What follows belongs to an exercise in optimizing a design on an open flow for small area and a short achievable clock period; a production flow would make more cautious choices.
Only simulation tests tie the RTL to the original design; equivalence was not proved.

build 29:
## Matrix_Multiplication
module Matrix_Multiplication (
  input clk, reset,
  input [7:0] a1, a2, a3, a4, b1, b2, b3, b4,
  output [16:0] c1, c2, c3, c4, c5, c6, c7, c8, c9, c10, c11, c12, c13, c14, c15, c16
);
  reg [7:0] ad1_0, ad1_1, ad1_2, ad1_3, ad2_0, ad2_1, ad2_2, ad2_3, ad3_0, ad3_1, ad3_2, ad3_3;
  reg [7:0] bd1_0, bd1_1, bd1_2, bd1_3, bd2_0, bd2_1, bd2_2, bd2_3, bd3_0, bd3_1, bd3_2, bd3_3;
  wire [7:0] ad0_0 = a1, ad0_1 = a2, ad0_2 = a3, ad0_3 = a4;
  wire [7:0] bd0_0 = b1, bd0_1 = b2, bd0_2 = b3, bd0_3 = b4;
  always @(posedge clk or posedge reset) begin
    if (reset) begin
      ad1_0 <= 8'b00000000;
      ad1_1 <= 8'b00000000;
      ad1_2 <= 8'b00000000;
      ad1_3 <= 8'b00000000;
      ad2_0 <= 8'b00000000;
      ad2_1 <= 8'b00000000;
      ad2_2 <= 8'b00000000;
      ad2_3 <= 8'b00000000;
      ad3_0 <= 8'b00000000;
      ad3_1 <= 8'b00000000;
      ad3_2 <= 8'b00000000;
      ad3_3 <= 8'b00000000;
      bd1_0 <= 8'b00000000;
      bd1_1 <= 8'b00000000;
      bd1_2 <= 8'b00000000;
      bd1_3 <= 8'b00000000;
      bd2_0 <= 8'b00000000;
      bd2_1 <= 8'b00000000;
      bd2_2 <= 8'b00000000;
      bd2_3 <= 8'b00000000;
      bd3_0 <= 8'b00000000;
      bd3_1 <= 8'b00000000;
      bd3_2 <= 8'b00000000;
      bd3_3 <= 8'b00000000;
    end else begin
      ad1_0 <= ad0_0;
      ad1_1 <= ad0_1;
      ad1_2 <= ad0_2;
      ad1_3 <= ad0_3;
      ad2_0 <= ad1_0;
      ad2_1 <= ad1_1;
      ad2_2 <= ad1_2;
      ad2_3 <= ad1_3;
      ad3_0 <= ad2_0;
      ad3_1 <= ad2_1;
      ad3_2 <= ad2_2;
      ad3_3 <= ad2_3;
      bd1_0 <= bd0_0;
      bd1_1 <= bd0_1;
      bd1_2 <= bd0_2;
      bd1_3 <= bd0_3;
      bd2_0 <= bd1_0;
      bd2_1 <= bd1_1;
      bd2_2 <= bd1_2;
      bd2_3 <= bd1_3;
      bd3_0 <= bd2_0;
      bd3_1 <= bd2_1;
      bd3_2 <= bd2_2;
      bd3_3 <= bd2_3;
    end
  end
  Systolic_array B1 (.clk(clk), .reset(reset), .in_a(ad0_0), .in_b(bd0_0), .out_c(c1));
  Systolic_array B2 (.clk(clk), .reset(reset), .in_a(ad0_1), .in_b(bd1_0), .out_c(c2));
  ...
export LEC_CHECK = 0
export CAP_MARGIN = 20
export CORE_MARGIN = 2
export CORE_UTILIZATION = 40
export SETUP_SLACK_MARGIN = 2.0
export SLEW_MARGIN = 20
export SYNTH_HIERARCHICAL = 1
export SYNTH_MINIMUM_KEEP_SIZE = 0
create_clock -name core_clock -period 6.5 [get_ports {clk}]
standard.sh (not shown) runs the stock make flow with config.mk's settings and CLKGATE_MAP_FILE= SYNTH_SCRIPT=/design/flow/synth_recipe.tcl, a recipe that flattens the netlist after the stock synthesis.
==> flow/flow/run.sh <==
#!/bin/bash
set -uo pipefail
export BUFFER_PORTS_ARGS="-buffer_cell sky130_fd_sc_hd__buf_1"
export CTS_ARGS="-sink_clustering_enable -repair_clock_nets -sink_clustering_size 24 -sink_clustering_max_diameter 150"
bash standard.sh > flow_standard.log 2>&1
--- input diff build 29..build 70 ---
Settings: changing SETUP_SLACK_MARGIN from 2.0 to 2.15.
[summary]
Comparing build 29 and build 70, the lower worst setup slack is on build 29. Summary of build 70 over build 29: worst hold-check slack moved down, total via count after detailed routing level, part of the cycle the worst path needs moved down, detail-routed via count per cell moved down. met3 track demand over resource in global routing in build 70 is 0.89 points below build 29. Delta (build 70 minus build 29): final standard cell area without fillers shows an increase of 1.7%, remaining global-route overflow shows no meaningful change.
Input changes introduced in build 75 (baseline for comparison: build 70):
Settings: swapping 2.15 for 2.3 in SETUP_SLACK_MARGIN.
==> comparison <==
On logic depth of the worst setup path including buffers, the lower figure sits with build 75, not build 70. Setup slack in build 75 is larger than in build 70. Diff build 70 -> build 75: post-CTS setup-driven buffer insertion count rose 42, die area has remained practically unchanged. Number of CTS-inserted buffers grows by a few percent when moving from build 70 to build 75.
diff inputs: build 75 => build 90
Settings: a change of SETUP_SLACK_MARGIN from 2.3 to 2.1.
==> flow/flow/run.sh <==
#!/bin/bash
set -uo pipefail
export BUFFER_PORTS_ARGS="-buffer_cell sky130_fd_sc_hd__buf_1"
export CTS_ARGS="-sink_clustering_enable -repair_clock_nets -sink_clustering_size 20 -sink_clustering_max_diameter 130"
bash standard.sh > flow_standard.log 2>&1
- Build 75 completed; timing, DRC and antenna clean
- Build 90 finished every step from synthesis to the final layout, and the layout passed the timing, design-rule and antenna checks.
- After synthesis and placement, the instance count of build 90 is below that of build 75.
- Of build 90 and build 75, the lower global-route usage belongs to build 90.
- Compared with build 75, build 90 shows a lower area growth from synthesis to layout.


Matrix_Multiplication, a different RTL version from the one above (not shown whole).
For scale: roughly 4000 cells after synthesis, roughly 460 flip-flops, about 340 I/O pins.
export LEC_CHECK = 0
export CAP_MARGIN = 20
export CORE_MARGIN = 2
export CORE_UTILIZATION = 40
export GPL_ROUTABILITY_DRIVEN = 0
export SETUP_SLACK_MARGIN = 2.0
export SLEW_MARGIN = 20
export SYNTH_HIERARCHICAL = 1
export SYNTH_MINIMUM_KEEP_SIZE = 0
create_clock -name core_clock -period 6.5 [get_ports {clk}]
==> flow/flow/run.sh <==
#!/bin/bash
set -uo pipefail
export BUFFER_PORTS_ARGS="-buffer_cell sky130_fd_sc_hd__buf_1"
export CTS_ARGS="-sink_clustering_enable -repair_clock_nets -sink_clustering_size 24 -sink_clustering_max_diameter 150"
bash standard.sh > flow_standard.log 2>&1
The first run produced a clean layout.
Edit:
Settings changed: GPL_ROUTABILITY_DRIVEN 0 to default, SETUP_SLACK_MARGIN 2.0 to 1.9.
- synthesized area does not change
- die area stays the same
- count of clock-buffer cells in the layout stays the same
- synthesized cell count does not change
- global-route usage rises by 0.49 points
- worst setup slack degrades by 0.090 ns
- wire length rises by 2.6%
Edit:
Settings changed: ABC_AREA from default to 1, SETUP_SLACK_MARGIN 1.9 to 2.0.
Effect: Area after synthesis rises by 5.0%. Register-to-register slack improves by 0.10 ns. Sequential cell count is unchanged. Cell area came out higher by 3.4%. Via count is higher by 8.6%. Clock-buffer cell count increases by 3. Fmax grows by 2.6%.

-- port drivers added, routing unchanged --
How much do the figures lean on ideal ports? The routed layouts below were timed once more, with nothing changed but the port constraints. Step 1 assumes that a clkbuf_16 drives the clock port and a buf_2 every other input. Step 2, shift: input delay + t, output delay - t, t = (earliest + latest rising clock arrival at the registers) / 2. This alone moves slack from input paths to output paths. Slacks: no drivers / after step 1 / after step 2; pairs: no drivers / after step 1.
run	t (ns)	setup slack, ns	worst hold slack (ns)	latest minus earliest clock arrival (ns)	pins driven straight from the clock port
build 29	0.692	2.155 / 2.155 / 1.593	0.394 / 0.394 / 0.394	0.052 / 0.051	1
build 70	0.694	2.219 / 2.219 / 1.612	0.377 / 0.377 / 0.377	0.030 / 0.030	1
build 75	0.695	2.334 / 2.334 / 1.727	0.380 / 0.380 / 0.380	0.032 / 0.033	1
build 90	0.713	2.184 / 2.184 / 1.505	0.379 / 0.379 / 0.379	0.032 / 0.032	1
the first run of note 2	0.697	2.138 / 2.143 / 1.494	0.382 / 0.382 / 0.382	0.026 / 0.026	1
the second run of note 2	0.702	2.048 / 2.056 / 1.389	0.380 / 0.380 / 0.380	0.038 / 0.038	1
the third run of note 2	0.685	2.162 / 2.162 / 1.522	0.378 / 0.378 / 0.378	0.045 / 0.046	1
After both steps setup and hold are still met in every run listed. The setup slack of build 90, which loses most, moves by 0.000 ns with the drivers and by -0.679 ns with both steps.
